Background: an optimization exercise with open tools, aiming at small area and a short achievable clock period. Do not read the settings as production practice. Function was not checked in any run shown here: the RTL went through the layout flow alone. Power figures rest on the tool's default switching activity, not on a simulated workload.

### flow/run.sh
#!/bin/bash
set -euo pipefail
W=$PWD
rm -rf "$W/scripts_amap"
cp -r "$FLOW_HOME/scripts" "$W/scripts_amap"
cp "$W/flow/abc_area.script" "$W/scripts_amap/abc_area.script"
bash "$W/standard.sh" "SCRIPTS_DIR=$W/scripts_amap" synth > "$W/synth.log" 2>&1
bash "$W/standard.sh" "BUFFER_PORTS_ARGS=-buffer_cell sky130_fd_sc_hd__buf_1" finish > "$W/layout.log" 2>&1
### flow/abc_area.script
strash
dch
amap
topo
stime -c
buffer -c
upsize -c
dnsize -c
### standard.sh
#!/bin/bash
# synth_recipe.tcl (not shown) runs the flow's synth.tcl, then flattens the netlist and writes it again
# the make line also repeats each setting of config.mk as NAME=value (left out here)
make -C /OpenROAD-flow-scripts/flow DESIGN_CONFIG=/design/flow/config.mk WORK_HOME=/design/flow/orfs CLKGATE_MAP_FILE= SYNTH_SCRIPT=/design/flow/synth_recipe.tcl "${@:-finish}"
### config.mk
export PLATFORM = sky130hd
export DESIGN_NAME = alu16_reg
export DESIGN_NICKNAME = alu16_reg
export VERILOG_FILES = /design/flow/design.v
export SDC_FILE = /design/flow/constraint.sdc
export NUM_CORES = 4
export LEC_CHECK = 0
export ABC_AREA = 1
export CAP_MARGIN = 20
export CORE_MARGIN = 2
export CORE_UTILIZATION = 40
export CTS_BUF_LIST = sky130_fd_sc_hd__clkbuf_4 sky130_fd_sc_hd__clkbuf_8
export SETUP_SLACK_MARGIN = 3
export SLEW_MARGIN = 20
### constraint.sdc
create_clock -name core_clock -period 8.5 [get_ports {clk}]
set_input_delay 1.7000 -clock core_clock [delete_from_list [all_inputs] [get_ports {clk}]]
set_output_delay 1.7000 -clock core_clock [all_outputs]
set_load 0.01 [all_outputs]
### design.v
module alu16_reg (
    input             clk,
    input      [15:0] valA,
    input      [15:0] valB,
    input      [ 3:0] aluop,
    input             shift_Dir,
    input             rotator_Dir,
    input             sub,
    output reg [ 3:0] cc,
    output reg [15:0] result
);
    reg [15:0] a_q, b_q;
    reg [ 3:0] op_q;
    reg        sd_q, rd_q, sub_q;
    wire [ 3:0] cc_d;
    wire [15:0] result_d;
    always @(posedge clk) begin
        a_q   <= valA;
        b_q   <= valB;
        op_q  <= aluop;
        sd_q  <= shift_Dir;
        rd_q  <= rotator_Dir;
        sub_q <= sub;
        cc     <= cc_d;
        result <= result_d;
    end
    ALU16 u_alu (a_q, b_q, op_q, sd_q, rd_q, sub_q, cc_d, result_d);
endmodule

module ALU16 (valA, valB, aluop, shift_Dir, rotator_Dir, sub, cc, result);
	input  [15:0] valA;
	input  [15:0] valB;
	input  [ 3:0] aluop;
	input         shift_Dir;
	input         rotator_Dir;
	input         sub;
	output [ 3:0] cc;
	output [15:0] result;
	wire op_add = (aluop == 4'd0);
	wire op_ar  = (aluop[3:1] == 3'd0);           
	wire op_lsh = (aluop == 4'd2) | (aluop == 4'd4);
	wire op_ash = (aluop == 4'd3);
	wire op_rot = (aluop == 4'd5) | (aluop == 4'd6);
	wire op_sh  = op_lsh | op_ash | op_rot;
	wire op_mul = (aluop == 4'd7);
	wire op_and = (aluop == 4'd8);
	wire op_or  = (aluop == 4'd9);
	wire op_not = (aluop == 4'd10);
	wire op_xor = (aluop == 4'd11);
	wire        inv = (op_ar & sub) | op_not;
	wire [15:0] sb  = valB ^ {16{inv}};
	wire [15:0] ap  = valA ^ sb;
	wire [15:0] ag  = valA & sb;
	wire [15:0] ad_s;
	wire [16:0] ad_c;
	wire ad_g0 = ag[0] | (ap[0] & (op_ar & sub));
	wire ad_G1 = ag[1] | (ap[1] & ad_g0);
	wire ad_G2 = ag[3] | (ap[3] & ag[2]);
	wire ad_P2 = ap[3] & ap[2];
	wire ad_G3 = ag[5] | (ap[5] & ag[4]);
	wire ad_P3 = ap[5] & ap[4];
	wire ad_G4 = ag[7] | (ap[7] & ag[6]);
	wire ad_P4 = ap[7] & ap[6];
	wire ad_G5 = ag[9] | (ap[9] & ag[8]);
	wire ad_P5 = ap[9] & ap[8];
	wire ad_G6 = ag[11] | (ap[11] & ag[10]);
	wire ad_P6 = ap[11] & ap[10];
	wire ad_G7 = ag[13] | (ap[13] & ag[12]);
	wire ad_P7 = ap[13] & ap[12];
	wire ad_G8 = ag[15] | (ap[15] & ag[14]);
	wire ad_P8 = ap[15] & ap[14];
	wire ad_G9 = ag[2] | (ap[2] & ad_G1);
	wire ad_G10 = ad_G2 | (ad_P2 & ad_G1);
	wire ad_G11 = ag[6] | (ap[6] & ad_G3);
	wire ad_P11 = ap[6] & ad_P3;
	wire ad_G12 = ad_G4 | (ad_P4 & ad_G3);
	wire ad_P12 = ad_P4 & ad_P3;
	wire ad_G13 = ag[10] | (ap[10] & ad_G5);
	wire ad_P13 = ap[10] & ad_P5;
	wire ad_G14 = ad_G6 | (ad_P6 & ad_G5);
	wire ad_P14 = ad_P6 & ad_P5;
	wire ad_G15 = ag[14] | (ap[14] & ad_G7);
	wire ad_P15 = ap[14] & ad_P7;
	wire ad_G16 = ad_G8 | (ad_P8 & ad_G7);
	wire ad_P16 = ad_P8 & ad_P7;
	wire ad_G17 = ag[4] | (ap[4] & ad_G10);
	wire ad_G18 = ad_G3 | (ad_P3 & ad_G10);
	wire ad_G19 = ad_G11 | (ad_P11 & ad_G10);
	wire ad_G20 = ad_G12 | (ad_P12 & ad_G10);
	wire ad_G21 = ag[12] | (ap[12] & ad_G14);
	wire ad_P21 = ap[12] & ad_P14;
	wire ad_G22 = ad_G7 | (ad_P7 & ad_G14);
	wire ad_P22 = ad_P7 & ad_P14;
	wire ad_G23 = ad_G15 | (ad_P15 & ad_G14);
	wire ad_P23 = ad_P15 & ad_P14;
	wire ad_G24 = ad_G16 | (ad_P16 & ad_G14);
	wire ad_P24 = ad_P16 & ad_P14;
	wire ad_G25 = ag[8] | (ap[8] & ad_G20);
	wire ad_G26 = ad_G5 | (ad_P5 & ad_G20);
	wire ad_G27 = ad_G13 | (ad_P13 & ad_G20);
	wire ad_G28 = ad_G14 | (ad_P14 & ad_G20);
	wire ad_G29 = ad_G21 | (ad_P21 & ad_G20);
	wire ad_G30 = ad_G22 | (ad_P22 & ad_G20);
	wire ad_G31 = ad_G23 | (ad_P23 & ad_G20);
	wire ad_G32 = ad_G24 | (ad_P24 & ad_G20);
	assign ad_c[0] = (op_ar & sub);
	assign ad_c[1] = ad_g0;
	assign ad_c[2] = ad_G1;
	assign ad_c[3] = ad_G9;
	assign ad_c[4] = ad_G10;
	assign ad_c[5] = ad_G17;
	assign ad_c[6] = ad_G18;
	assign ad_c[7] = ad_G19;
	assign ad_c[8] = ad_G20;
	assign ad_c[9] = ad_G25;
	assign ad_c[10] = ad_G26;
	assign ad_c[11] = ad_G27;
	assign ad_c[12] = ad_G28;
	assign ad_c[13] = ad_G29;
	assign ad_c[14] = ad_G30;
	assign ad_c[15] = ad_G31;
	assign ad_c[16] = ad_G32;
	assign ad_s = ap ^ ad_c[15:0];
	wire [15:0] sum = ad_s;
	wire        co  = ad_c[16];
	wire        vad = ad_c[16] ^ ad_c[15];
	wire [3:0]  s    = valB[3:0];
	wire        left = op_rot ? rotator_Dir : shift_Dir;
	wire [3:0]  r;
	assign r[0] = s[0];
	assign r[1] = s[1] ^ (~left & s[0]);
	assign r[2] = s[2] ^ (~left & (s[1] | s[0]));
	assign r[3] = s[3] ^ (~left & (s[2] | s[1] | s[0]));
	wire [15:0] r1 = r[0] ? {valA[14:0], valA[15]}  : valA;
	wire [15:0] r2 = r[1] ? {r1[13:0], r1[15:14]}   : r1;
	wire [15:0] r3 = r[2] ? {r2[11:0], r2[15:12]}   : r2;
	wire [15:0] rot = r[3] ? {r3[7:0], r3[15:8]}    : r3;
	wire [15:0] therm;
	genvar k;
	generate for (k = 0; k < 16; k = k + 1) begin : th
		assign therm[k] = (s <= k);
	end endgenerate
	wire [15:0] keep;
	generate for (k = 0; k < 16; k = k + 1) begin : kp
		assign keep[k] = op_rot | (left ? therm[k] : therm[15-k]);
	end endgenerate
	wire        fill = op_ash & ~left & valA[15];
	wire [15:0] shr  = (rot & keep) | ({16{fill}} & ~keep);
	wire        vsh  = ~shift_Dir & (s != 4'd0) & valA[15];
	wire [16:0] ax = {valA[15], valA};
	wire [17:0] yb = {valB[15], valB, 1'b0};
	wire [7:0] one, two, ng;
	genvar j;
	generate for (j = 0; j < 8; j = j + 1) begin : enc
		assign one[j] = yb[2*j+1] ^ yb[2*j];
		assign two[j] = (yb[2*j+2] & ~yb[2*j+1] & ~yb[2*j]) | (~yb[2*j+2] & yb[2*j+1] & yb[2*j]);
		assign ng[j]  = yb[2*j+2];
	end endgenerate
	wire [16:0] pp0;
	assign pp0[0] = (one[0] & ax[0]) ^ ng[0];
	generate for (j = 1; j < 17; j = j + 1) begin : ppg0
		assign pp0[j] = ((one[0] & ax[j]) | (two[0] & ax[j-1])) ^ ng[0];
	end endgenerate
	wire [14:0] pp1;
	assign pp1[0] = (one[1] & ax[0]) ^ ng[1];
	generate for (j = 1; j < 15; j = j + 1) begin : ppg1
		assign pp1[j] = ((one[1] & ax[j]) | (two[1] & ax[j-1])) ^ ng[1];
	end endgenerate
	wire [12:0] pp2;
	assign pp2[0] = (one[2] & ax[0]) ^ ng[2];
	generate for (j = 1; j < 13; j = j + 1) begin : ppg2
		assign pp2[j] = ((one[2] & ax[j]) | (two[2] & ax[j-1])) ^ ng[2];
	end endgenerate
	wire [10:0] pp3;
	assign pp3[0] = (one[3] & ax[0]) ^ ng[3];
	generate for (j = 1; j < 11; j = j + 1) begin : ppg3
		assign pp3[j] = ((one[3] & ax[j]) | (two[3] & ax[j-1])) ^ ng[3];
	end endgenerate
	wire [8:0] pp4;
	assign pp4[0] = (one[4] & ax[0]) ^ ng[4];
	generate for (j = 1; j < 9; j = j + 1) begin : ppg4
		assign pp4[j] = ((one[4] & ax[j]) | (two[4] & ax[j-1])) ^ ng[4];
	end endgenerate
	wire [6:0] pp5;
	assign pp5[0] = (one[5] & ax[0]) ^ ng[5];
	generate for (j = 1; j < 7; j = j + 1) begin : ppg5
		assign pp5[j] = ((one[5] & ax[j]) | (two[5] & ax[j-1])) ^ ng[5];
	end endgenerate
	wire [4:0] pp6;
	assign pp6[0] = (one[6] & ax[0]) ^ ng[6];
	generate for (j = 1; j < 5; j = j + 1) begin : ppg6
		assign pp6[j] = ((one[6] & ax[j]) | (two[6] & ax[j-1])) ^ ng[6];
	end endgenerate
	wire [2:0] pp7;
	assign pp7[0] = (one[7] & ax[0]) ^ ng[7];
	generate for (j = 1; j < 3; j = j + 1) begin : ppg7
		assign pp7[j] = ((one[7] & ax[j]) | (two[7] & ax[j-1])) ^ ng[7];
	end endgenerate
	wire s1, c2;
	assign {c2, s1} = pp0[10] + pp1[8];
	wire s3, c4;
	assign {c4, s3} = pp0[11] + pp1[9];
	wire s5, c6;
	assign {c6, s5} = pp0[12] + pp1[10] + pp2[8];
	wire s7, c8;
	assign {c8, s7} = pp3[6] + pp4[4];
	wire s9, c10;
	assign {c10, s9} = pp0[13] + pp1[11] + pp2[9];
	wire s11, c12;
	assign {c12, s11} = pp3[7] + pp4[5];
	wire s13, c14;
	assign {c14, s13} = pp0[14] + pp1[12] + pp2[10];
	wire s15, c16;
	assign {c16, s15} = pp3[8] + pp4[6] + pp5[4];
	wire s17, c18;
	assign {c18, s17} = pp6[2] + pp7[0];
	wire s19, c20;
	assign {c20, s19} = pp0[15] + pp1[13] + pp2[11];
	wire s21, c22;
	assign {c22, s21} = pp3[9] + pp4[7] + pp5[5];
	wire s23, c24;
	assign {c24, s23} = pp6[3] + pp7[1];
	wire s25, c26;
	assign {c26, s25} = pp0[6] + pp1[4];
	wire s27, c28;
	assign {c28, s27} = pp0[7] + pp1[5];
	wire s29, c30;
	assign {c30, s29} = pp0[8] + pp1[6] + pp2[4];
	wire s31, c32;
	assign {c32, s31} = pp3[2] + pp4[0];
	wire s33, c34;
	assign {c34, s33} = pp0[9] + pp1[7] + pp2[5];
	wire s35, c36;
	assign {c36, s35} = pp3[3] + pp4[1];
	wire s37, c38;
	assign {c38, s37} = s1 + pp2[6] + pp3[4];
	wire s39, c40;
	assign {c40, s39} = pp4[2] + pp5[0] + ng[5];
	wire s41, c42;
	assign {c42, s41} = s3 + pp2[7] + pp3[5];
	wire s43, c44;
	assign {c44, s43} = pp4[3] + pp5[1] + c2;
	wire s45, c46;
	assign {c46, s45} = s5 + s7 + pp5[2];
	wire s47, c48;
	assign {c48, s47} = pp6[0] + ng[6] + c4;
	wire s49, c50;
	assign {c50, s49} = s9 + s11 + pp5[3];
	wire s51, c52;
	assign {c52, s51} = pp6[1] + c6 + c8;
	wire s53, c54;
	assign {c54, s53} = s13 + s15 + s17;
	wire s55, c56;
	assign {c56, s55} = ng[7] + c10 + c12;
	wire s57, c58;
	assign {c58, s57} = s19 + s21 + s23;
	wire s59, c60;
	assign {c60, s59} = c14 + c16 + c18;
	wire s61, c62;
	assign {c62, s61} = pp0[4] + pp1[2];
	wire s63, c64;
	assign {c64, s63} = pp0[5] + pp1[3];
	wire s65, c66;
	assign {c66, s65} = s25 + pp2[2] + pp3[0];
	wire s67, c68;
	assign {c68, s67} = s27 + pp2[3] + pp3[1];
	wire s69, c70;
	assign {c70, s69} = s29 + s31 + ng[4];
	wire s71, c72;
	assign {c72, s71} = s33 + s35 + c30;
	wire s73, c74;
	assign {c74, s73} = s37 + s39 + c34;
	wire s75, c76;
	assign {c76, s75} = s41 + s43 + c38;
	wire s77, c78;
	assign {c78, s77} = s45 + s47 + c42;
	wire s79, c80;
	assign {c80, s79} = s49 + s51 + c46;
	wire s81, c82;
	assign {c82, s81} = s53 + s55 + c50;
	wire s83, c84;
	assign {c84, s83} = s57 + s59 + c54;
	wire s85, c86;
	assign {c86, s85} = pp0[2] + pp1[0];
	wire s87, c88;
	assign {c88, s87} = pp0[3] + pp1[1];
	wire s89, c90;
	assign {c90, s89} = s61 + pp2[0] + ng[2];
	wire s91, c92;
	assign {c92, s91} = s63 + pp2[1] + c62;
	wire s93, c94;
	assign {c94, s93} = s65 + ng[3] + c64;
	wire s95, c96;
	assign {c96, s95} = s67 + c26 + c66;
	wire s97, c98;
	assign {c98, s97} = s69 + c28 + c68;
	wire s99, c100;
	assign {c100, s99} = s71 + c32 + c70;
	wire s101, c102;
	assign {c102, s101} = s73 + c36 + c72;
	wire s103, c104;
	assign {c104, s103} = s75 + c40 + c74;
	wire s105, c106;
	assign {c106, s105} = s77 + c44 + c76;
	wire s107, c108;
	assign {c108, s107} = s79 + c48 + c78;
	wire s109, c110;
	assign {c110, s109} = s81 + c52 + c80;
	wire s111, c112;
	assign {c112, s111} = s83 + c56 + c82;
	wire [15:0] mx = {s111, s109, s107, s105, s103, s101, s99, s97, s95, s93, s91, s89, s87, s85, pp0[1], pp0[0]};
	wire [15:0] my = {c110, c108, c106, c104, c102, c100, c98, c96, c94, c92, c90, c88, c86, ng[1], 1'b0, ng[0]};
	wire [15:0] cp_s;
	wire [16:0] cp_c;
	wire [15:0] cp_p = mx ^ my;
	wire [15:0] cp_g = mx & my;
	wire cp_G1 = cp_g[1] | (cp_p[1] & cp_g[0]);
	wire cp_G2 = cp_g[3] | (cp_p[3] & cp_g[2]);
	wire cp_P2 = cp_p[3] & cp_p[2];
	wire cp_G3 = cp_g[5] | (cp_p[5] & cp_g[4]);
	wire cp_P3 = cp_p[5] & cp_p[4];
	wire cp_G4 = cp_g[7] | (cp_p[7] & cp_g[6]);
	wire cp_P4 = cp_p[7] & cp_p[6];
	wire cp_G5 = cp_g[9] | (cp_p[9] & cp_g[8]);
	wire cp_P5 = cp_p[9] & cp_p[8];
	wire cp_G6 = cp_g[11] | (cp_p[11] & cp_g[10]);
	wire cp_P6 = cp_p[11] & cp_p[10];
	wire cp_G7 = cp_g[13] | (cp_p[13] & cp_g[12]);
	wire cp_P7 = cp_p[13] & cp_p[12];
	wire cp_G8 = cp_g[15] | (cp_p[15] & cp_g[14]);
	wire cp_P8 = cp_p[15] & cp_p[14];
	wire cp_G9 = cp_g[2] | (cp_p[2] & cp_G1);
	wire cp_G10 = cp_G2 | (cp_P2 & cp_G1);
	wire cp_G11 = cp_g[6] | (cp_p[6] & cp_G3);
	wire cp_P11 = cp_p[6] & cp_P3;
	wire cp_G12 = cp_G4 | (cp_P4 & cp_G3);
	wire cp_P12 = cp_P4 & cp_P3;
	wire cp_G13 = cp_g[10] | (cp_p[10] & cp_G5);
	wire cp_P13 = cp_p[10] & cp_P5;
	wire cp_G14 = cp_G6 | (cp_P6 & cp_G5);
	wire cp_P14 = cp_P6 & cp_P5;
	wire cp_G15 = cp_g[14] | (cp_p[14] & cp_G7);
	wire cp_P15 = cp_p[14] & cp_P7;
	wire cp_G16 = cp_G8 | (cp_P8 & cp_G7);
	wire cp_P16 = cp_P8 & cp_P7;
	wire cp_G17 = cp_g[4] | (cp_p[4] & cp_G10);
	wire cp_G18 = cp_G3 | (cp_P3 & cp_G10);
	wire cp_G19 = cp_G11 | (cp_P11 & cp_G10);
	wire cp_G20 = cp_G12 | (cp_P12 & cp_G10);
	wire cp_G21 = cp_g[12] | (cp_p[12] & cp_G14);
	wire cp_P21 = cp_p[12] & cp_P14;
	wire cp_G22 = cp_G7 | (cp_P7 & cp_G14);
	wire cp_P22 = cp_P7 & cp_P14;
	wire cp_G23 = cp_G15 | (cp_P15 & cp_G14);
	wire cp_P23 = cp_P15 & cp_P14;
	wire cp_G24 = cp_G16 | (cp_P16 & cp_G14);
	wire cp_P24 = cp_P16 & cp_P14;
	wire cp_G25 = cp_g[8] | (cp_p[8] & cp_G20);
	wire cp_G26 = cp_G5 | (cp_P5 & cp_G20);
	wire cp_G27 = cp_G13 | (cp_P13 & cp_G20);
	wire cp_G28 = cp_G14 | (cp_P14 & cp_G20);
	wire cp_G29 = cp_G21 | (cp_P21 & cp_G20);
	wire cp_G30 = cp_G22 | (cp_P22 & cp_G20);
	wire cp_G31 = cp_G23 | (cp_P23 & cp_G20);
	wire cp_G32 = cp_G24 | (cp_P24 & cp_G20);
	assign cp_c[0] = 1'b0;
	assign cp_c[1] = cp_g[0];
	assign cp_c[2] = cp_G1;
	assign cp_c[3] = cp_G9;
	assign cp_c[4] = cp_G10;
	assign cp_c[5] = cp_G17;
	assign cp_c[6] = cp_G18;
	assign cp_c[7] = cp_G19;
	assign cp_c[8] = cp_G20;
	assign cp_c[9] = cp_G25;
	assign cp_c[10] = cp_G26;
	assign cp_c[11] = cp_G27;
	assign cp_c[12] = cp_G28;
	assign cp_c[13] = cp_G29;
	assign cp_c[14] = cp_G30;
	assign cp_c[15] = cp_G31;
	assign cp_c[16] = cp_G32;
	assign cp_s = cp_p ^ cp_c[15:0];
	wire p16 = (((((((pp0[16] ^ pp1[14]) ^ (pp2[12] ^ pp3[10])) ^ ((pp4[8] ^ pp5[6]) ^ (pp6[4] ^ pp7[2]))) ^ ((c20 ^ c22) ^ c24)) ^ (c58 ^ c60)) ^ c84) ^ c112) ^ cp_c[16];
	wire [16:0] prod = {p16, cp_s};
	wire [3:0] tt = {op_and | op_or, op_or | op_xor | op_not, op_or | op_xor, op_not};
	wire [15:0] lgo;
	generate for (k = 0; k < 16; k = k + 1) begin : lu
		assign lgo[k] = valA[k] ? (valB[k] ? tt[3] : tt[2]) : (valB[k] ? tt[1] : tt[0]);
	end endgenerate
	wire [15:0] res_o;
	wire [15:0] res = res_o | ({16{op_mul}} & prod[15:0]);
	assign res_o =
		({16{op_ar}}  & sum) |
		({16{op_sh}}  & shr) |
		lgo;
	assign result = res;
	wire N = res[15];
	wire [15:0] zk = {cp_p[14:0] | cp_g[14:0], 1'b0};
	wire        zmul = ~|(cp_p ^ zk);
	wire [15:0] res_nm = res_o;
	wire Z = ~|res_nm & (~op_mul | zmul);
	wire C = (op_add & co) | (op_mul & prod[16]);
	wire V = (op_add & vad) | (op_lsh & vsh);
	assign cc = {N, Z, C, V};
endmodule
==> metrics.md, run 1 <==
| Metric | Value |
|---|---|
| Layout cells sized above 1 | `0.1909` |
| Cts bufs inserted | `9` |
| Kind of end point of the critical path | `flop` |
| Crit Path Category | `flop to flop` |
| Post-synthesis sequential area ratio | `0.1565` |
| Synthesized netlist cell count | `a little over 1k` |
| Final period util | `0.6629` |
| Data required time at the worst endpoint | `just under 9 ns` |
| Register-to-register setup slack | `approximately 2.9 ns` |
| Smallest hold slack | `0.5866 ns` |
| Final setup fails | `0` |
| Worst Setup Start Kind | `flop` |
| Final weighted congestion in routability-driven placement | `about 0.97` |
| Post-synth EDFFs | `0` |
| Total core area | `between 0.015 and 0.02 mm2` |
| Status | `finished clean` |
| Area share of the leading cell type in the synthesized netlist | `0.1565` |
| Initial antenna violation count | `0` |
| Antenna viol nets, final | `0` |
| Unrepaired setup endpoints after global routing | `true` |
| Worst-skew pair later-pin latency | `about 0.38 ns` |
| Synthesized net count | `1177` |
| HPWL Detailed | `18.88 mm` |
| Final net count | `roughly 1.3k` |
| Per-instance average area after synthesis | `between 7 and 8 um2` |
| Drt pass-1 iters | `8` |
| Most frequently used flop master after synthesis | `sky130_fd_sc_hd__dfxtp_1` |
| Pleak | `around 3.8 nW` |
| Min cycle time layout | `about 5.6 ns` |
| IO buf count | `slightly below 60` |
| Leading cell types by count after synthesis | `sky130_fd_sc_hd__inv_1, sky130_fd_sc_hd__o22ai_1, sky130_fd_sc_hd__nor2_1` |
| Largest cells by area after synthesis | `sky130_fd_sc_hd__dfxtp_1, sky130_fd_sc_hd__fa_1, sky130_fd_sc_hd__o22ai_1` |
| Largest stage delay, worst path | `about 0.6 ns` |
| Via count of the first global-routing pass | `7470` |
| Number of sinks driven by the clock tree | `58` |
| Syn Std Cell Area | `roughly 0.0074 mm2` |
| Violation count after the first detailed-routing iteration | `between 1k and 1.5k` |
| Library cells used by synthesis | `54` |
| Number of warning messages in the yosys log | `1` |
| Number of inserted diodes | `0` |
| Number of pins with negative max-slew slack in the final report | `0` |
| Max_slew headroom | `0.2484` |
| Layout overhead on the synthesized area | `23.09%` |
| Clock root buffer master | `sky130_fd_sc_hd__clkbuf_8` |
| Number of vias per cell | `6.090` |
| Aggregate global routing overflow | `0` |
| Hold violation count in the final report | `0` |
| Yosys reg bits | `58` |
| Transition time at the pin with the least slew margin | `roughly 1.1 ns` |
| Top-count cell post-synth | `sky130_fd_sc_hd__inv_1` |
| Max Clock Skew | `around 0.022 ns` |
| CTS tree | `yes` |
| Achievable clock frequency | `between 150 and 200 MHz` |
| Post-synth top area cell | `sky130_fd_sc_hd__dfxtp_1` |
| Total wire length after detailed routing | `27.01 mm` |
| H-tree depth | `3` |
| Fraction of registers with async set/reset | `0` |
| Average detailed-routed wire length per instance | `about 20 um` |
| All-layer global routing usage | `0.2762` |
| Max stage delay cell, worst path | `sky130_fd_sc_hd__fa_1` |
| Largest fanout on the critical path | `11` |
| FILL cells | `between 1.5k and 2k` |
| Global-route wire length before repair | `~42 mm` |
| Worst endpoint data arrival time | `around 6 ns` |
| Y dimension of the die | `between 100 and 150 um` |
| I/O pin cnt | `60` |
| Total Die Area | `0.01965 mm2` |
| Effective utilization at floorplan | `0.4102` |
| Total number of vias | `approximately 8.2k` |
| Type of the most critical hold path | `flop to flop` |
| Total negative slack | `0 ns` |
| Die width | `140.2 um` |
| Reported max-cap violation count | `0` |
| Clock input transition at the sequential cells of the worst setup and hold paths | `0.09 ns` |
| Placement Rows | `between 40 and 50` |
| Pin count of the biggest net entering global routing | `30` |
| DRC errors left | `0` |
| Power density normalized to cell area | `roughly 270 mW/mm2` |
| Peak supply drop | `0.0001842 V` |
| Maximum count of clock buffers along a single path | `2` |
critical path: cells and delay by family, from the launching register on:
| family | cells | cell delay, ns |
|---|---|---|
| adders and majority gates | 5 | 2.08 |
| and+or+nand+nor | 11 | 1.91 |
| buffers and inverters | 7 | 0.72 |
| AOI/OAI and AO/OA | 5 | 0.45 |
| DFF | 1 | 0.37 |
state kept, by name, indices dropped and copies added (netlist names):
| name | flops |
|---|---|
| sub_q | 1 |
| b_q | 16 |
| cc | 4 |
| op_q | 4 |
| result | 15 |
| sd_q | 1 |
| rd_q | 1 |
| a_q | 16 |
per-layer routing:
| metal | wire (um) | global-route usage | part of all wire |
|---|---|---|---|
| met5 | 0 | 0 | 0 |
| met4 | 1027 | 0.1223 | 0.038 |
| met3 | 2883 | 0.06325 | 0.11 |
| met2 | 11680 | 0.4208 | 0.43 |
| met1 | 11420 | 0.3746 | 0.42 |
logic make-up (layout without fill, tap and decap cells):
logic type / after synthesis / count (layout) / synth area share
adders and majority gates: 109 / 109 / 0.2314
AOI/OAI and AO/OA: 405 / 405 / 0.3591
buffers and inverters: 208 / 301 / 0.1083
and+or+nand+nor: 242 / 242 / 0.1376
DFF: 58 / 58 / 0.1565
xor gates and xnor gates: 6 / 6 / 0.007084
cell usage in the layout (no fill, tap or decap), drive strengths merged, types with 7 or more instances in the layout:
cell    netlist  routed
a21o          9       9
a21oi        72      72
a222oi       13      13
a31oi         8       8
buf          17     140
clkbuf       50      11
clkinv        4       8
dfxtp        58      58
fa           47      47
ha           62      62
inv         137     132
nand2        66      66
nor2        123     123
nor2b         9       9
nor3         22      22
nor4          7       7
o21ai        78      78
o221ai       33      33
o22a         19      19
o22ai       127     127
or2           8       8
path summary, 6_finish.rpt:
| check | start | endpoint | depth (start not counted) |
|---|---|---|---|
| hold reg to reg | a_q[15] | cc[0] | 2 |
| setup / recovery | b_q[1] | cc[1] | 28 |
| setup reg to reg | b_q[1] | cc[1] | 28 |
| hold / removal | a_q[15] | cc[0] | 2 |
layout make-up:
cell class	instances	area, um2	area share
multi-input combinational	762	5866	0.6424
sequential	58	1197	0.1311
timing repair buffer	143	1006	0.1102
inverter	141	571.8	0.06262
tap	229	286.5	0.03138
clock buffer	11	145.1	0.01589
clock inverter	5	53.80	0.005892
timing repair inverter	1	5.005	0.0005481
stage by stage:
step           power (mW)    util  worst slack (ns)  instances  cell area, um2
6_report            2.440  0.5049             2.865       1350            9131
5_1_grt             2.680  0.5049             2.517       1350            9131
4_1_cts             2.359  0.4965             2.700       1342            8980
3_5_place_dp        1.812  0.4333             1.541       1265            7836
3_3_place_gp        1.797  0.4329             1.345       1265            7830
2_1_floorplan       1.481       -             3.017       1028            7506
where the power goes:
group | leakage, nW | internal (mW) | switching, mW
clock network | 0.106 | 0.146 | 0.130
registers | 0.491 | 0.302 | 0.0269
logic | 3.19 | 0.827 | 1.01
timing repair:
item                       in CTS  in global routing
setup endpoints to repair       8                  8
buffers inserted               57                  8
resized for setup             105                 23
pin swaps                      34                 21
hold buffers                    0                  0
cloned                          4                  0
==> inputs of run 2 (changes only) <==
==> flow/abc_area.script (replaced) <==
strash
dch
map -D 3000
topo
stime -c
buffer -c
upsize -c
dnsize -c
--- a/config.mk
+++ b/config.mk
@@ -10,5 +10,5 @@
 export CORE_MARGIN = 2
 export CORE_UTILIZATION = 40
 export CTS_BUF_LIST = sky130_fd_sc_hd__clkbuf_4 sky130_fd_sc_hd__clkbuf_8
-export SETUP_SLACK_MARGIN = 3
+export SETUP_SLACK_MARGIN = 2
 export SLEW_MARGIN = 20
==> metrics.md, run 2 <==
| Metric | Value |
|---|---|
| Leading cell types by count after synthesis | `sky130_fd_sc_hd__inv_1, sky130_fd_sc_hd__nand2_1, sky130_fd_sc_hd__nor2_1 (was sky130_fd_sc_hd__inv_1, sky130_fd_sc_hd__o22ai_1, sky130_fd_sc_hd__nor2_1)` |
| CTS tree | `yes (unchanged)` |
| Syn Std Cell Area | `0.007751 mm2 (was 0.007418 mm2)` |
| Antenna viol nets, final | `0 (unchanged)` |
| Number of vias per cell | `5.506 (was 6.090)` |
| Hold violation count in the final report | `0 (unchanged)` |
| Cells along the critical path | `buf_4 > inv_1 > ha_1 > clkinvlp_4 > o22ai_1 > xor2_1 > fa_1 > fa_1 > fa_1 > fa_1 > inv_1 > ha_1 > xnor2_1 > a2111oi_1 > nand2_1 > nor4_1 > nand3_1 > a21oi_1 > nand4_1 > nor4_2` |
| Most frequently used flop master after synthesis | `sky130_fd_sc_hd__dfxtp_1 (unchanged)` |
| Global-route wire length before repair | `40.25 mm (was 41.97 mm)` |
| Maximum count of clock buffers along a single path | `2 (unchanged)` |
| Share of total power in the clock network | `0.109 (was 0.113)` |
| Y dimension of the die | `143.2 um (was 140.2 um)` |
| Register-to-register setup slack | `2.45 ns (was 2.87 ns)` |
| Synthesized net count | `1237 (was 1177)` |
| Peak supply drop | `0.0001880 V (was 0.0001842 V)` |
| Transition time at the pin with the least slew margin | `1.048 ns (was 1.113 ns)` |
| DRC errors left | `0 (unchanged)` |
| Max Clock Skew | `0.02585 ns (was 0.02160 ns)` |
| Pleak | `3.872 nW (was 3.787 nW)` |
| Finished Core Util | `0.4481 (was 0.5049)` |
| Reported max-cap violation count | `0 (unchanged)` |
| Type of the most critical hold path | `flop to flop (unchanged)` |
| Depth of the most critical reg-to-reg path | `20 (was 28)` |
| Cts bufs inserted | `9 (unchanged)` |
| FILL cells | `2014 (was 1772)` |
| HPWL Detailed | `20.47 mm (was 18.88 mm)` |
| Start point of the critical path | `b_q[1] (unchanged)` |
| Effective utilization at floorplan | `0.4116 (was 0.4102)` |
| Commonest cells after routing, fill and taps aside | `sky130_fd_sc_hd__inv_1, sky130_fd_sc_hd__nand2_1, sky130_fd_sc_hd__nor2_1 (was sky130_fd_sc_hd__inv_1, sky130_fd_sc_hd__o22ai_1, sky130_fd_sc_hd__nor2_1)` |
| Worst Setup Start Kind | `flop (unchanged)` |
| Footprint of the multi-input gates | `0.005763 mm2 (was 0.005866 mm2)` |
| Number of inserted diodes | `0 (unchanged)` |
| Clock input transition at the sequential cells of the worst setup and hold paths | `0.09 ns (about the same)` |
| Aggregate global routing overflow | `0 (unchanged)` |
| Average detailed-routed wire length per instance | `18.91 um (was 20.01 um)` |
| Beginning of the worst register-to-register path | `b_q[1] (unchanged)` |
| Final weighted congestion in routability-driven placement | `0.9538 (was 0.9744)` |
| Total Die Area | `0.02051 mm2 (was 0.01965 mm2)` |
| Worst endpoint data arrival time | `6.36 ns (was 5.92 ns)` |
| Number of warning messages in the yosys log | `1 (unchanged)` |
| Switching part of the total | `0.5101 (was 0.4777)` |
| Total core area | `0.01883 mm2 (was 0.01809 mm2)` |
| Final period util | `0.7123 (was 0.6629)` |
| Initial antenna violation count | `0 (unchanged)` |
| Layout cells sized above 1 | `0.06554 (was 0.1909)` |
| Min cycle time layout | `6.055 ns (was 5.635 ns)` |
| Power density normalized to cell area | `295.4 mW/mm2 (was 267.2 mW/mm2)` |
| Drt pass-1 iters | `6 (was 8)` |
| Top-count cell post-synth | `sky130_fd_sc_hd__inv_1 (unchanged)` |
| Kind of end point of the critical path | `flop (unchanged)` |
| Status | `finished clean (unchanged)` |
| Sequential cell area in the final layout | `0.001164 mm2 (was 0.001197 mm2)` |
| Final setup fails | `0 (unchanged)` |
| Final WS setup | `2.445 ns (was 2.865 ns)` |
| Largest fanout on the critical path | `25 (was 11)` |
| Total negative slack | `0 ns (unchanged)` |
| Unrepaired setup endpoints after global routing | `false (was true)` |
| Crit Path Category | `flop to flop (unchanged)` |
| Synthesized netlist cell count | `1088 (was 1028)` |
| Post-synth EDFFs | `0 (unchanged)` |
| Critical Path Sink | `cc[2] (was cc[1])` |
| Total wire length after detailed routing | `26.26 mm (was 27.01 mm)` |
| Reg-to-Reg End | `cc[2] (was cc[1])` |
| Total internal power | `1.221 mW (was 1.275 mW)` |
| Per-instance average area after synthesis | `7.124 um2 (was 7.216 um2)` |
| Worst-skew pair later-pin latency | `0.39 ns (was 0.38 ns)` |
| Clock root buffer master | `sky130_fd_sc_hd__clkbuf_8 (unchanged)` |
| Switching power of the nets | `1.271 mW (was 1.166 mW)` |
| Post-synthesis sequential area ratio | `0.1498 (was 0.1565)` |
| Yosys reg bits | `58 (unchanged)` |
| Number of pins with negative max-slew slack in the final report | `0 (unchanged)` |
| Violation count after the first detailed-routing iteration | `803 (was 1134)` |
| Die width | `143.2 um (was 140.2 um)` |
| IO buf count | `59 (unchanged)` |
| H-tree depth | `3 (unchanged)` |
| Final net count | `1275 (was 1265)` |
| Max stage delay cell, worst path | `sky130_fd_sc_hd__fa_1 (unchanged)` |
| Max_slew headroom | `0.2989 (was 0.2484)` |
| Achievable clock frequency | `165.2 MHz (was 177.5 MHz)` |
| All-layer global routing usage | `0.2622 (was 0.2762)` |
| Post-synth top area cell | `sky130_fd_sc_hd__dfxtp_1 (unchanged)` |
| Post-route design area | `0.008438 mm2 (was 0.009131 mm2)` |
| Largest stage delay, worst path | `0.57 ns (was 0.59 ns)` |
| Total number of vias | `7648 (was 8222)` |
| Fraction of registers with async set/reset | `0 (unchanged)` |
| Design Power | `2.493 mW (was 2.440 mW)` |
| Largest cells by area after synthesis | `sky130_fd_sc_hd__dfxtp_1, sky130_fd_sc_hd__fa_1, sky130_fd_sc_hd__ha_1 (was sky130_fd_sc_hd__dfxtp_1, sky130_fd_sc_hd__fa_1, sky130_fd_sc_hd__o22ai_1)` |
| I/O pin cnt | `60 (unchanged)` |
| Cell area after placement | `0.008137 mm2 (was 0.007836 mm2)` |
| Largest registers ranked by flip-flop count | `a_q: 16 flops, b_q: 16 flops, result: 15 flops (unchanged)` |
| Number of sinks driven by the clock tree | `58 (unchanged)` |
| Relative contribution of sequential cells to total power | `0.132 (was 0.135)` |
| Most common cell after layout, fill and taps aside | `sky130_fd_sc_hd__inv_1` |
| Post-Place Worst Slack | `2.096 ns (was 1.541 ns)` |
| Proportion of power drawn by combinational gates | `0.759 (was 0.752)` |
| Area share of the leading cell type in the synthesized netlist | `0.1498 (was 0.1565)` |
| Via count of the first global-routing pass | `7051 (was 7470)` |
| Library cells used by synthesis | `60 (was 54)` |
| Pin count of the biggest net entering global routing | `32 (was 30)` |
| Dominant cell type by count on the critical path | `sky130_fd_sc_hd__fa_1` |
| Layout overhead on the synthesized area | `8.862% (was 23.09%)` |
| Placement Rows | `50 (was 49)` |
| Data required time at the worst endpoint | `8.81 ns (was 8.79 ns)` |
[run 2: changes by cell type in the layout (fill, tap and decap cells not counted), moves of 12 or more]
cell and change:
sky130_fd_sc_hd__xor2_1 +81, sky130_fd_sc_hd__nand2_1 +70, sky130_fd_sc_hd__o22ai_1 -56, sky130_fd_sc_hd__buf_4 -50, sky130_fd_sc_hd__inv_1 +32, sky130_fd_sc_hd__o221ai_1 -29, sky130_fd_sc_hd__a21oi_1 +22, sky130_fd_sc_hd__o22a_1 -18
sky130_fd_sc_hd__xnor2_1 +15, sky130_fd_sc_hd__a222oi_1 -13, sky130_fd_sc_hd__nor2_1 -12
[run 2: how the worst min path moves through the flow]
stage	startpoint	to	slack [ns]	depth (start not counted)
6_report	op_q[0]	cc[1]	0.63	1
5_1_grt	op_q[0]	cc[1]	0.67	1
4_1_cts	op_q[0]	cc[1]	0.63	1
3_5_place_dp	op_q[0]	cc[1]	0.63	1
3_3_place_gp	op_q[2]	cc[0]	0.64	3
2_1_floorplan	op_q[0]	cc[1]	0.48	1
[run 2: cells by family after synthesis]
family / count (synthesis) / synth area share
compound gates: 313 / 0.2415
simple gates: 287 / 0.1550
buf+inv: 214 / 0.1075
fa+ha+maj: 109 / 0.2215
xor+xnor: 104 / 0.1209
flops: 58 / 0.1498
mux: 3 / 0.003874
[run 2: repair_timing]
| item | CTS | global route |
|---|---|---|
| setup endpoints to repair | 0 | 3 |
| hold buffers | 0 | 0 |
| resized for setup | 0 | 10 |
| hold endpoints to repair | 0 | 0 |
| setup buffers | 0 | 11 |
[run 2: metrics by stage]
step | cells | hold WS (ns)
after floorplan | 1088 | 0.4813
after global placement | 1364 | 0.6376
after detailed placement | 1364 | 0.6296
after CTS | 1378 | 0.6277
after global routing | 1389 | 0.6668
final | 1389 | 0.6291
[run 2: critical path: cells and delay by family (launching register included)]
family	cells	cell delay, ns
adder cells (fa/ha/maj)	6	2.81
AO/OA/AOI/OAI	3	0.81
XOR/XNOR	2	0.36
buffers and inverters	4	0.91
AND/OR/NAND/NOR	5	0.77
flip-flops	1	0.31
[run 2: layer usage]
layer	global-route usage	vias to the layer above	routed length, um
li1	-	3706	-
met1	0.3603	3543	11780
met2	0.4007	348	11290
met3	0.06875	51	2398
met4	0.08338	0	793
met5	0	-	0
[run 2: cell type report]
cell class,count,share of cell area
tap,260,0.03855
clock inverter,3,0.004745
sequential,58,0.1379
inverter,163,0.07473
clock buffer,11,0.01794
multi-input combinational,816,0.6830
timing repair buffer,78,0.04315
[run 2: power by group through the flow]
stage                     registers, mW  clock network [mW]  logic, mW
after floorplan                   0.333                   0       1.43
after global placement            0.334                   0       1.83
after detailed placement          0.334                   0       1.87
after CTS                         0.328               0.278       1.89
after global routing              0.332               0.291       2.14
final                             0.329               0.272       1.89
==> inputs of run 3 (changes only) <==
--- a/design.v
+++ b/design.v
@@ -47,83 +47,13 @@
 	wire op_or  = (aluop == 4'd9);
 	wire op_not = (aluop == 4'd10);
 	wire op_xor = (aluop == 4'd11);
-	wire        inv = (op_ar & sub) | op_not;
+	wire        inv = op_ar & sub;
 	wire [15:0] sb  = valB ^ {16{inv}};
 	wire [15:0] ap  = valA ^ sb;
 	wire [15:0] ag  = valA & sb;
-	wire [15:0] ad_s;
-	wire [16:0] ad_c;
-	wire ad_g0 = ag[0] | (ap[0] & (op_ar & sub));
-	wire ad_G1 = ag[1] | (ap[1] & ad_g0);
-	wire ad_G2 = ag[3] | (ap[3] & ag[2]);
-	wire ad_P2 = ap[3] & ap[2];
-	wire ad_G3 = ag[5] | (ap[5] & ag[4]);
-	wire ad_P3 = ap[5] & ap[4];
-	wire ad_G4 = ag[7] | (ap[7] & ag[6]);
-	wire ad_P4 = ap[7] & ap[6];
-	wire ad_G5 = ag[9] | (ap[9] & ag[8]);
-	wire ad_P5 = ap[9] & ap[8];
-	wire ad_G6 = ag[11] | (ap[11] & ag[10]);
-	wire ad_P6 = ap[11] & ap[10];
-	wire ad_G7 = ag[13] | (ap[13] & ag[12]);
-	wire ad_P7 = ap[13] & ap[12];
-	wire ad_G8 = ag[15] | (ap[15] & ag[14]);
-	wire ad_P8 = ap[15] & ap[14];
-	wire ad_G9 = ag[2] | (ap[2] & ad_G1);
-	wire ad_G10 = ad_G2 | (ad_P2 & ad_G1);
-	wire ad_G11 = ag[6] | (ap[6] & ad_G3);
-	wire ad_P11 = ap[6] & ad_P3;
-	wire ad_G12 = ad_G4 | (ad_P4 & ad_G3);
-	wire ad_P12 = ad_P4 & ad_P3;
-	wire ad_G13 = ag[10] | (ap[10] & ad_G5);
-	wire ad_P13 = ap[10] & ad_P5;
-	wire ad_G14 = ad_G6 | (ad_P6 & ad_G5);
-	wire ad_P14 = ad_P6 & ad_P5;
-	wire ad_G15 = ag[14] | (ap[14] & ad_G7);
-	wire ad_P15 = ap[14] & ad_P7;
-	wire ad_G16 = ad_G8 | (ad_P8 & ad_G7);
-	wire ad_P16 = ad_P8 & ad_P7;
-	wire ad_G17 = ag[4] | (ap[4] & ad_G10);
-	wire ad_G18 = ad_G3 | (ad_P3 & ad_G10);
-	wire ad_G19 = ad_G11 | (ad_P11 & ad_G10);
-	wire ad_G20 = ad_G12 | (ad_P12 & ad_G10);
-	wire ad_G21 = ag[12] | (ap[12] & ad_G14);
-	wire ad_P21 = ap[12] & ad_P14;
-	wire ad_G22 = ad_G7 | (ad_P7 & ad_G14);
-	wire ad_P22 = ad_P7 & ad_P14;
-	wire ad_G23 = ad_G15 | (ad_P15 & ad_G14);
-	wire ad_P23 = ad_P15 & ad_P14;
-	wire ad_G24 = ad_G16 | (ad_P16 & ad_G14);
-	wire ad_P24 = ad_P16 & ad_P14;
-	wire ad_G25 = ag[8] | (ap[8] & ad_G20);
-	wire ad_G26 = ad_G5 | (ad_P5 & ad_G20);
-	wire ad_G27 = ad_G13 | (ad_P13 & ad_G20);
-	wire ad_G28 = ad_G14 | (ad_P14 & ad_G20);
-	wire ad_G29 = ad_G21 | (ad_P21 & ad_G20);
-	wire ad_G30 = ad_G22 | (ad_P22 & ad_G20);
-	wire ad_G31 = ad_G23 | (ad_P23 & ad_G20);
-	wire ad_G32 = ad_G24 | (ad_P24 & ad_G20);
-	assign ad_c[0] = (op_ar & sub);
-	assign ad_c[1] = ad_g0;
-	assign ad_c[2] = ad_G1;
-	assign ad_c[3] = ad_G9;
-	assign ad_c[4] = ad_G10;
-	assign ad_c[5] = ad_G17;
-	assign ad_c[6] = ad_G18;
-	assign ad_c[7] = ad_G19;
-	assign ad_c[8] = ad_G20;
-	assign ad_c[9] = ad_G25;
-	assign ad_c[10] = ad_G26;
-	assign ad_c[11] = ad_G27;
-	assign ad_c[12] = ad_G28;
-	assign ad_c[13] = ad_G29;
-	assign ad_c[14] = ad_G30;
-	assign ad_c[15] = ad_G31;
-	assign ad_c[16] = ad_G32;
-	assign ad_s = ap ^ ad_c[15:0];
-	wire [15:0] sum = ad_s;
-	wire        co  = ad_c[16];
-	wire        vad = ad_c[16] ^ ad_c[15];
+	wire [15:0] sum = cp_s;
+	wire        co  = cp_c[16];
+	wire        vad = cp_c[16] ^ cp_c[15];
 	wire [3:0]  s    = valB[3:0];
 	wire        left = op_rot ? rotator_Dir : shift_Dir;
 	wire [3:0]  r;
@@ -152,9 +82,9 @@
 	wire [7:0] one, two, ng;
 	genvar j;
 	generate for (j = 0; j < 8; j = j + 1) begin : enc
-		assign one[j] = yb[2*j+1] ^ yb[2*j];
-		assign two[j] = (yb[2*j+2] & ~yb[2*j+1] & ~yb[2*j]) | (~yb[2*j+2] & yb[2*j+1] & yb[2*j]);
-		assign ng[j]  = yb[2*j+2];
+		assign one[j] = op_mul & (yb[2*j+1] ^ yb[2*j]);
+		assign two[j] = op_mul & ((yb[2*j+2] & ~yb[2*j+1] & ~yb[2*j]) | (~yb[2*j+2] & yb[2*j+1] & yb[2*j]));
+		assign ng[j]  = op_mul & yb[2*j+2];
 	end endgenerate
 	wire [16:0] pp0;
 	assign pp0[0] = (one[0] & ax[0]) ^ ng[0];
@@ -310,11 +240,14 @@
 	assign {c112, s111} = s83 + c56 + c82;
 	wire [15:0] mx = {s111, s109, s107, s105, s103, s101, s99, s97, s95, s93, s91, s89, s87, s85, pp0[1], pp0[0]};
 	wire [15:0] my = {c110, c108, c106, c104, c102, c100, c98, c96, c94, c92, c90, c88, c86, ng[1], 1'b0, ng[0]};
+	wire [15:0] cx = mx | ({16{op_ar}} & valA);
+	wire [15:0] cy = my | ({16{op_ar}} & sb);
 	wire [15:0] cp_s;
 	wire [16:0] cp_c;
-	wire [15:0] cp_p = mx ^ my;
-	wire [15:0] cp_g = mx & my;
-	wire cp_G1 = cp_g[1] | (cp_p[1] & cp_g[0]);
+	wire [15:0] cp_p = cx ^ cy;
+	wire [15:0] cp_g = cx & cy;
+	wire cp_g0 = cp_g[0] | (cp_p[0] & (op_ar & sub));
+	wire cp_G1 = cp_g[1] | (cp_p[1] & cp_g0);
 	wire cp_G2 = cp_g[3] | (cp_p[3] & cp_g[2]);
 	wire cp_P2 = cp_p[3] & cp_p[2];
 	wire cp_G3 = cp_g[5] | (cp_p[5] & cp_g[4]);
@@ -363,8 +296,8 @@
 	wire cp_G30 = cp_G22 | (cp_P22 & cp_G20);
 	wire cp_G31 = cp_G23 | (cp_P23 & cp_G20);
 	wire cp_G32 = cp_G24 | (cp_P24 & cp_G20);
-	assign cp_c[0] = 1'b0;
-	assign cp_c[1] = cp_g[0];
+	assign cp_c[0] = (op_ar & sub);
+	assign cp_c[1] = cp_g0;
 	assign cp_c[2] = cp_G1;
 	assign cp_c[3] = cp_G9;
 	assign cp_c[4] = cp_G10;
@@ -381,6 +314,7 @@
 	assign cp_c[15] = cp_G31;
 	assign cp_c[16] = cp_G32;
 	assign cp_s = cp_p ^ cp_c[15:0];
+	wire [15:0] cp_s_mul = cp_s;
 	wire p16 = (((((((pp0[16] ^ pp1[14]) ^ (pp2[12] ^ pp3[10])) ^ ((pp4[8] ^ pp5[6]) ^ (pp6[4] ^ pp7[2]))) ^ ((c20 ^ c22) ^ c24)) ^ (c58 ^ c60)) ^ c84) ^ c112) ^ cp_c[16];
 	wire [16:0] prod = {p16, cp_s};
 	wire [3:0] tt = {op_and | op_or, op_or | op_xor | op_not, op_or | op_xor, op_not};
@@ -388,18 +322,13 @@
 	generate for (k = 0; k < 16; k = k + 1) begin : lu
 		assign lgo[k] = valA[k] ? (valB[k] ? tt[3] : tt[2]) : (valB[k] ? tt[1] : tt[0]);
 	end endgenerate
-	wire [15:0] res_o;
-	wire [15:0] res = res_o | ({16{op_mul}} & prod[15:0]);
-	assign res_o =
-		({16{op_ar}}  & sum) |
+	wire [15:0] res =
+		({16{op_ar | op_mul}} & cp_s) |
 		({16{op_sh}}  & shr) |
 		lgo;
 	assign result = res;
 	wire N = res[15];
-	wire [15:0] zk = {cp_p[14:0] | cp_g[14:0], 1'b0};
-	wire        zmul = ~|(cp_p ^ zk);
-	wire [15:0] res_nm = res_o;
-	wire Z = ~|res_nm & (~op_mul | zmul);
+	wire Z = ~|res;
 	wire C = (op_add & co) | (op_mul & prod[16]);
 	wire V = (op_add & vad) | (op_lsh & vsh);
 	assign cc = {N, Z, C, V};
==> flow/abc_area.script (replaced) <==
strash
dch
amap
topo
stime -c
buffer -c
upsize -c
dnsize -c
==> metrics.md, run 3 <==
| Metric | Value |
|---|---|
| Most frequently used flop master after synthesis | `sky130_fd_sc_hd__dfxtp_1 (unchanged)` |
| Final weighted congestion in routability-driven placement | `0.9932 (was 0.9538)` |
| Peak supply drop | `0.0001066 V (was 0.0001880 V)` |
| Post-synthesis sequential area ratio | `0.1749 (was 0.1498)` |
| DRC errors left | `0 (unchanged)` |
| Total core area | `0.01641 mm2 (was 0.01883 mm2)` |
| Transition time at the pin with the least slew margin | `1.030 ns (was 1.048 ns)` |
| Worst endpoint data arrival time | `6.46 ns (was 6.36 ns)` |
| Violation count after the first detailed-routing iteration | `934 (was 803)` |
| Max Clock Skew | `0.01292 ns (was 0.02585 ns)` |
| Achievable clock frequency | `162.1 MHz (was 165.2 MHz)` |
| Syn Std Cell Area | `0.006640 mm2 (was 0.007751 mm2)` |
| Final WS setup | `2.330 ns (was 2.445 ns)` |
| Total negative slack | `0 ns (unchanged)` |
| Total number of vias | `7233 (was 7648)` |
| Area share of the leading cell type in the synthesized netlist | `0.1749 (was 0.1498)` |
| Hold violation count in the final report | `0 (unchanged)` |
| Maximum count of clock buffers along a single path | `2 (unchanged)` |
| Pin count of the biggest net entering global routing | `33 (was 32)` |
| Power density normalized to cell area | `133.1 mW/mm2 (was 295.4 mW/mm2)` |
| Finished Core Util | `0.4507 (was 0.4481)` |
| Placement Rows | `47 (was 50)` |
| Fraction of registers with async set/reset | `0 (unchanged)` |
| Yosys reg bits | `58 (unchanged)` |
| Post-Place Worst Slack | `1.468 ns (was 2.096 ns)` |
| Number of sinks driven by the clock tree | `58 (unchanged)` |
| Unrepaired setup endpoints after global routing | `false (unchanged)` |
| Effective utilization at floorplan | `0.4047 (was 0.4116)` |
| Post-synth top area cell | `sky130_fd_sc_hd__dfxtp_1 (unchanged)` |
| Quantity of hold-fixing buffers added after cts | `0 (unchanged)` |
| Average detailed-routed wire length per instance | `20.57 um (was 18.91 um)` |
| Per-instance average area after synthesis | `7.249 um2 (was 7.124 um2)` |
| Max_slew headroom | `0.3108 (was 0.2989)` |
| Type of the most critical hold path | `flop to flop (unchanged)` |
| HPWL Detailed | `17.19 mm (was 20.47 mm)` |
| Post-synth EDFFs | `0 (unchanged)` |
| Leading cell types by count after synthesis | `sky130_fd_sc_hd__nor2_1, sky130_fd_sc_hd__o22ai_1, sky130_fd_sc_hd__inv_1 (was sky130_fd_sc_hd__inv_1, sky130_fd_sc_hd__nand2_1, sky130_fd_sc_hd__nor2_1)` |
| Synthesized net count | `1032 (was 1237)` |
| Worst-skew pair later-pin latency | `0.37 ns (was 0.39 ns)` |
| Layout overhead on the synthesized area | `11.36% (was 8.862%)` |
| Kind of end point of the critical path | `flop (unchanged)` |
| Gate family responsible for the most delay along the worst path | `simple AND/OR/NAND/NOR gates (was adder cells)` |
| Total wire length after detailed routing | `24.01 mm (was 26.26 mm)` |
| All-layer global routing usage | `0.2672 (was 0.2622)` |
| Cts bufs inserted | `9 (unchanged)` |
| Most common cell after layout, fill and taps aside | `sky130_fd_sc_hd__nor2_1 (was sky130_fd_sc_hd__inv_1)` |
| IO buf count | `59 (unchanged)` |
| FILL cells | `1672 (was 2014)` |
| Largest registers ranked by flip-flop count | `a_q: 16 flops, b_q: 16 flops, result: 15 flops (unchanged)` |
| Top-count cell post-synth | `sky130_fd_sc_hd__nor2_1 (was sky130_fd_sc_hd__inv_1)` |
| Crit Path Category | `flop to flop (unchanged)` |
| Largest stage delay, worst path | `0.55 ns (was 0.57 ns)` |
| Die width | `132.8 um (was 143.2 um)` |
| Final setup fails | `0 (unchanged)` |
| Aggregate global routing overflow | `0 (unchanged)` |
| H-tree depth | `3 (unchanged)` |
| Layout cells sized above 1 | `0.09609 (was 0.06554)` |
| Worst Setup Start Kind | `flop (unchanged)` |
| Reported max-cap violation count | `0 (unchanged)` |
| Global-route wire length before repair | `36.83 mm (was 40.25 mm)` |
| Largest cells by area after synthesis | `sky130_fd_sc_hd__dfxtp_1, sky130_fd_sc_hd__fa_1, sky130_fd_sc_hd__o22ai_1 (was sky130_fd_sc_hd__dfxtp_1, sky130_fd_sc_hd__fa_1, sky130_fd_sc_hd__ha_1)` |
| Final net count | `1058 (was 1275)` |
| Number of vias per cell | `6.198 (was 5.506)` |
| Max stage delay cell, worst path | `sky130_fd_sc_hd__fa_1 (unchanged)` |
| Drt pass-1 iters | `9 (was 6)` |
| Buffers plus inverters on the worst setup path | `5 (was 4)` |
| I/O pin cnt | `60 (unchanged)` |
| Number of warning messages in the yosys log | `1 (unchanged)` |
| Pleak | `2.764 nW (was 3.872 nW)` |
| Min cycle time layout | `6.170 ns (was 6.055 ns)` |
| Status | `finished clean (unchanged)` |
| Synthesized netlist cell count | `916 (was 1088)` |
| Initial antenna violation count | `1 (was 0)` |
| Number of inserted diodes | `0 (unchanged)` |
| Antenna viol nets, final | `0 (unchanged)` |
| Clock input transition at the sequential cells of the worst setup and hold paths | `0.07 ns (was 0.09 ns)` |
| Commonest cells after routing, fill and taps aside | `sky130_fd_sc_hd__nor2_1, sky130_fd_sc_hd__o22ai_1, sky130_fd_sc_hd__inv_1 (was sky130_fd_sc_hd__inv_1, sky130_fd_sc_hd__nand2_1, sky130_fd_sc_hd__nor2_1)` |
| Smallest hold slack | `0.5269 ns (was 0.6291 ns)` |
| Data required time at the worst endpoint | `8.79 ns (was 8.81 ns)` |
| Total Die Area | `0.01765 mm2 (was 0.02051 mm2)` |
| Via count of the first global-routing pass | `6505 (was 7051)` |
| CTS tree | `yes (unchanged)` |
| Library cells used by synthesis | `53 (was 60)` |
| Y dimension of the die | `132.8 um (was 143.2 um)` |
| Clock root buffer master | `sky130_fd_sc_hd__clkbuf_8 (unchanged)` |
| Final period util | `0.7259 (was 0.7123)` |
| Number of pins with negative max-slew slack in the final report | `0 (unchanged)` |
| Largest fanout on the critical path | `12 (was 25)` |
==> run 3: cell types whose count changed after synthesis, sizes merged, moves of 30 or more <==
cell	delta
ha	-30
inv	-76
nand2	-92
nor2	+40
o21ai	-33
o22ai	+66
xor2	-83
==> run 3: cell families after synthesis <==
logic type	share of synthesized area
buffers and inverters	0.09064
flip-flops	0.1749
adder cells (fa/ha/maj)	0.1930
XOR/XNOR	0.009233
AND/OR/NAND/NOR	0.1519
AO/OA/AOI/OAI	0.3804
==> run 3: final timing paths <==
path	to	startpoint	depth (start not counted)	slack, ns
min	cc[0]	sd_q	1	0.53
min reg2reg	cc[0]	sd_q	1	0.53
max	cc[2]	op_q[3]	26	2.33
max reg2reg	cc[2]	op_q[3]	26	2.33
==> run 3: power by group <==
group	total [mW]	internal, mW	switching [mW]	leakage, nW
clock	0.299	0.184	0.115	0.120
combinational	0.368	0.133	0.235	2.16
sequential	0.317	0.296	0.0208	0.488
total	0.984	0.614	0.370	2.76
==> run 3: stage by stage <==
step | cells | cell area [um2] | power (mW)
final | 1167 | 7395 | 0.9840
after global routing | 1167 | 7395 | 1.037
after CTS | 1161 | 7263 | 0.9773
after detailed placement | 1145 | 7003 | 0.6708
after global placement | 1145 | 7003 | 0.6715
after floorplan | 916 | 6640 | 0.5704
==> run 3: layout make-up <==
| type | count | area [um2] | area share |
|---|---|---|---|
| clock buffer | 12 | 158.9 | 0.02149 |
| clock inverter | 4 | 73.82 | 0.009983 |
| inverter | 94 | 364.1 | 0.04924 |
| multi-input combinational | 700 | 4981 | 0.6736 |
| sequential | 58 | 1171 | 0.1584 |
| tap | 220 | 275.3 | 0.03723 |
| timing repair buffer | 77 | 360.3 | 0.04873 |
| timing repair inverter | 2 | 10.01 | 0.001354 |
==> run 3: routing by layer <==
layer / track usage / up-vias / routed length, um
li1: - / 3427 / -
met1: 0.3812 / 3312 / 10110
met2: 0.4099 / 430 / 10530
met3: 0.03448 / 64 / 2502
met4: 0.1045 / 0 / 870
met5: 0 / - / 0
==> run 3: what timing repair did <==
| action | in CTS | in global routing |
|---|---|---|
| setup endpoints to repair | 4 | 4 |
| gates resized for setup | 7 | 25 |
| cloned | 0 | 2 |
| setup buffers | 0 | 3 |
| pin swaps | 0 | 2 |
==> run 3: worst register-to-register path: cells and delay by family (launching register included) <==
family	cells	cell delay [ns]
AND/OR/NAND/NOR	11	2.08
adder cells (fa/ha/maj)	4	1.87
AO/OA/AOI/OAI	6	1.11
buffers and inverters	5	0.72
flip-flops	1	0.31
==> inputs of run 4 (changes only) <==
--- a/config.mk
+++ b/config.mk
@@ -10,5 +10,5 @@
 export CORE_MARGIN = 2
 export CORE_UTILIZATION = 40
 export CTS_BUF_LIST = sky130_fd_sc_hd__clkbuf_4 sky130_fd_sc_hd__clkbuf_8
-export SETUP_SLACK_MARGIN = 2
+export SETUP_SLACK_MARGIN = 3
 export SLEW_MARGIN = 20
==> metrics.md, run 4 <==
| Metric | Value |
|---|---|
| Status | `finished clean (unchanged)` |
| Design Power | `1.002 mW (was 0.9840 mW)` |
| Type of the most critical hold path | `flop to flop (unchanged)` |
| Worst Setup Start Kind | `flop (unchanged)` |
| Pleak | `3.103 nW (was 2.764 nW)` |
| Maximum count of clock buffers along a single path | `2 (unchanged)` |
| Min cycle time layout | `5.888 ns (was 6.170 ns)` |
| Start point of the critical path | `b_q[2] (was op_q[3])` |
| Syn Std Cell Area | `0.006640 mm2 (unchanged)` |
| Per-instance average area after synthesis | `7.249 um2 (unchanged)` |
| Y dimension of the die | `132.8 um (unchanged)` |
| Clock input transition at the sequential cells of the worst setup and hold paths | `0.09 ns (was 0.07 ns)` |
| Beginning of the worst register-to-register path | `b_q[2] (was op_q[3])` |
| Total wire length after detailed routing | `25.36 mm (was 24.01 mm)` |
| HPWL Detailed | `17.18 mm (was 17.19 mm)` |
| Post-synthesis sequential area ratio | `0.1749 (unchanged)` |
| Commonest cells after routing, fill and taps aside | `sky130_fd_sc_hd__nor2_1, sky130_fd_sc_hd__o22ai_1, sky130_fd_sc_hd__inv_1 (unchanged)` |
| Initial antenna violation count | `0 (was 1)` |
| Smallest hold slack | `0.5163 ns (was 0.5269 ns)` |
| Register-to-register setup slack | `2.61 ns (was 2.33 ns)` |
| Met3 track demand over resource in global routing | `0.06628 (was 0.03448)` |
| Total core area | `0.01641 mm2 (unchanged)` |
| Drt pass-1 iters | `6 (was 9)` |
| Yosys reg bits | `58 (unchanged)` |
| Max_slew headroom | `0.3933 (was 0.3108)` |
| Kind of end point of the critical path | `flop (unchanged)` |
| Fraction of registers with async set/reset | `0 (unchanged)` |
| Final weighted congestion in routability-driven placement | `0.9788 (was 0.9932)` |
| Leading cell types by count after synthesis | `sky130_fd_sc_hd__nor2_1, sky130_fd_sc_hd__o22ai_1, sky130_fd_sc_hd__inv_1 (unchanged)` |
| I/O pin cnt | `60 (unchanged)` |
| Post-synth EDFFs | `0 (unchanged)` |
| Number of warning messages in the yosys log | `1 (unchanged)` |
| Quantity of hold-fixing buffers added after cts | `0 (unchanged)` |
| Layout overhead on the synthesized area | `23.82% (was 11.36%)` |
| All-layer global routing usage | `0.2779 (was 0.2672)` |
| Number of inserted diodes | `0 (unchanged)` |
| Effective utilization at floorplan | `0.4047 (unchanged)` |
| End point of the most critical hold path | `cc[0] (unchanged)` |
| CTS tree | `yes (unchanged)` |
| Largest cells by area after synthesis | `sky130_fd_sc_hd__dfxtp_1, sky130_fd_sc_hd__fa_1, sky130_fd_sc_hd__o22ai_1 (unchanged)` |
| Peak supply drop | `0.0001075 V (was 0.0001066 V)` |
| Final period util | `0.6927 (was 0.7259)` |
| Worst-skew pair later-pin latency | `0.37 ns (about the same)` |
| Most common cell after layout, fill and taps aside | `sky130_fd_sc_hd__nor2_1 (unchanged)` |
| Clock root buffer master | `sky130_fd_sc_hd__clkbuf_8 (unchanged)` |
| Worst endpoint data arrival time | `6.19 ns (was 6.46 ns)` |
| Top-count cell post-synth | `sky130_fd_sc_hd__nor2_1 (unchanged)` |
| Pin count of the biggest net entering global routing | `33 (unchanged)` |
| Buffers plus inverters on the worst setup path | `7 (was 5)` |
| Via count of the first global-routing pass | `6785 (was 6505)` |
| Library cells used by synthesis | `53 (unchanged)` |
| Unrepaired setup endpoints after global routing | `true (was false)` |
| Max Clock Skew | `0.02183 ns (was 0.01292 ns)` |
| Antenna viol nets, final | `0 (unchanged)` |
| Total negative slack | `0 ns (unchanged)` |
| Total Die Area | `0.01765 mm2 (unchanged)` |
| Finished Core Util | `0.5011 (was 0.4507)` |
| DRC errors left | `0 (unchanged)` |
| Number of sinks driven by the clock tree | `58 (unchanged)` |
| Transition time at the pin with the least slew margin | `0.9089 ns (was 1.030 ns)` |
| Largest fanout on the critical path | `11 (was 12)` |
| Global-route wire length before repair | `37.83 mm (was 36.83 mm)` |
| Average detailed-routed wire length per instance | `20.74 um (was 20.57 um)` |
| Area share of the leading cell type in the synthesized netlist | `0.1749 (unchanged)` |
| Depth of the most critical reg-to-reg path | `27 (was 26)` |
| Worst Min Path Start | `sd_q (unchanged)` |
| Global routing met2 resource utilization | `0.4390 (was 0.4099)` |
| Final setup fails | `0 (unchanged)` |
| Achievable clock frequency | `169.8 MHz (was 162.1 MHz)` |
| Data required time at the worst endpoint | `8.81 ns (was 8.79 ns)` |
| Most frequently used flop master after synthesis | `sky130_fd_sc_hd__dfxtp_1 (unchanged)` |
| Largest registers ranked by flip-flop count | `a_q: 16 flops, b_q: 16 flops, result: 15 flops (unchanged)` |
| Hold violation count in the final report | `0 (unchanged)` |
| Reported max-cap violation count | `0 (unchanged)` |
| IO buf count | `59 (unchanged)` |
| Largest stage delay, worst path | `0.58 ns (was 0.55 ns)` |
| H-tree depth | `3 (unchanged)` |
| Number of vias per cell | `6.219 (was 6.198)` |
| Synthesized net count | `1032 (unchanged)` |
| Global Route met1 Usage | `0.3634 (was 0.3812)` |
| Power density normalized to cell area | `121.9 mW/mm2 (was 133.1 mW/mm2)` |
| Cts bufs inserted | `9 (unchanged)` |
| FILL cells | `1606 (was 1672)` |
| Hold path cells | `1 (unchanged)` |
| Gate family responsible for the most delay along the worst path | `adder cells (was simple AND/OR/NAND/NOR gates)` |
| Aggregate global routing overflow | `0 (unchanged)` |
| Reg-to-Reg End | `cc[2] (unchanged)` |
| Max stage delay cell, worst path | `sky130_fd_sc_hd__fa_1 (unchanged)` |
| Crit Path Category | `flop to flop (unchanged)` |
| Final net count | `1114 (was 1058)` |
| Dominant cell type by count on the critical path | `sky130_fd_sc_hd__fa_1` |
| Post-synth top area cell | `sky130_fd_sc_hd__dfxtp_1 (unchanged)` |
| Most used routing layer in global routing | `met2 (unchanged)` |
| Total number of vias | `7606 (was 7233)` |
| Number of pins with negative max-slew slack in the final report | `0 (unchanged)` |
| Layout cells sized above 1 | `0.2134 (was 0.09609)` |
| Die width | `132.8 um (unchanged)` |
| Placement Rows | `47 (unchanged)` |
| Violation count after the first detailed-routing iteration | `949 (was 934)` |
| Critical Path Stages | `27 (was 26)` |
| Synthesized netlist cell count | `916 (unchanged)` |
run 4: cell types whose count changed in the layout (fill, tap and decap cells not counted), moves of 7 or more:
cell	delta
sky130_fd_sc_hd__clkinvlp_4	+7
sky130_fd_sc_hd__o22ai_2	+11
sky130_fd_sc_hd__buf_4	+48
sky130_fd_sc_hd__nor2_1	-11
sky130_fd_sc_hd__o22ai_1	-15
sky130_fd_sc_hd__a21oi_2	+8
sky130_fd_sc_hd__a21oi_1	-9
run 4: cells by family after synthesis:
logic type,count (synthesis),synth area share
AND/OR/NAND/NOR,239,0.1519
adder cells (fa/ha/maj),76,0.1930
AO/OA/AOI/OAI,378,0.3804
XOR/XNOR,7,0.009233
flip-flops,58,0.1749
buffers and inverters,158,0.09064
run 4: worst register-to-register path, delay by kind of cell, from the launching register on:
kind	cells	cell delay [ns]
and+or+nand+nor	8	1.47
DFF	1	0.45
AOI/OAI and AO/OA	7	1.07
buffers and inverters	7	0.73
adders and majority gates	5	2.14
run 4: report_power, final:
part / switching [mW] / internal, mW
clock network: 0.120 / 0.137
registers: 0.0201 / 0.296
logic: 0.261 / 0.169
total: 0.401 / 0.601
run 4: worst max-delay path by stage:
stage | to | slack [ns]
6_report | cc[2] | 2.61
2_1_floorplan | cc[2] | 3.00
5_1_grt | cc[2] | 2.42
4_1_cts | cc[2] | 2.92
3_3_place_gp | cc[2] | 1.59
3_5_place_dp | cc[2] | 1.55
run 4: final cells by class:
cell class	count	area (um2)	area share
well taps	220	275.3	0.03348
multi-input cells	701	5355	0.6513
clock inverters	6	58.81	0.007153
repair inverters	5	37.54	0.004566
flip-flops and latches	58	1184	0.1440
inverters	94	405.4	0.04931
repair buffers	129	774.5	0.09420
clock buffers	10	131.4	0.01598
run 4: routing by layer:
layer	vias to the layer above	share of wire
met5	-	0
met4	0	0.043
met3	92	0.10
met2	464	0.45
met1	3504	0.40
li1	3546	-
run 4: what timing repair did:
action	4_1_cts	5_1_grt
endpoints found under the hold margin	0	0
resized for setup	51	64
setup buffers	30	28
gates cloned	5	1
pin swaps	24	37
setup endpoints to repair	11	7
run 4: stage by stage:
stage / worst slack (ns) / std cells / instance area (um2)
4_1_cts: 2.915 / 1193 / 7747
3_5_place_dp: 1.555 / 1142 / 7064
6_report: 2.612 / 1223 / 8222
2_1_floorplan: 3.001 / 916 / 6782
3_3_place_gp: 1.586 / 1142 / 7064
5_1_grt: 2.424 / 1223 / 8222

==> what the ideal ports hide <==
The flow's constraints put no driver on any port. The routed layouts listed below were extracted and timed again, unchanged, in two steps.
Step 1 sets driving cells, clkbuf_16 on the clock port and buf_2 on the other inputs (assumed; they add their load-dependent delay and slew).
Step 2 also shifts input and output timing later by t, the mid clock arrival at the registers, as if the neighbouring blocks saw the same clock.
a / b / c = ideal ports / drivers / drivers and shift; a / b = the first two.
run	t (ns)	slack for setup (ns)
run 1	0.415	2.865 / 2.865 / 2.865
run 2	0.413	2.445 / 2.445 / 2.445
run 3	0.400	2.330 / 2.330 / 2.330
run 4	0.402	2.612 / 2.612 / 2.612
After both steps setup and hold are still met in every run listed.
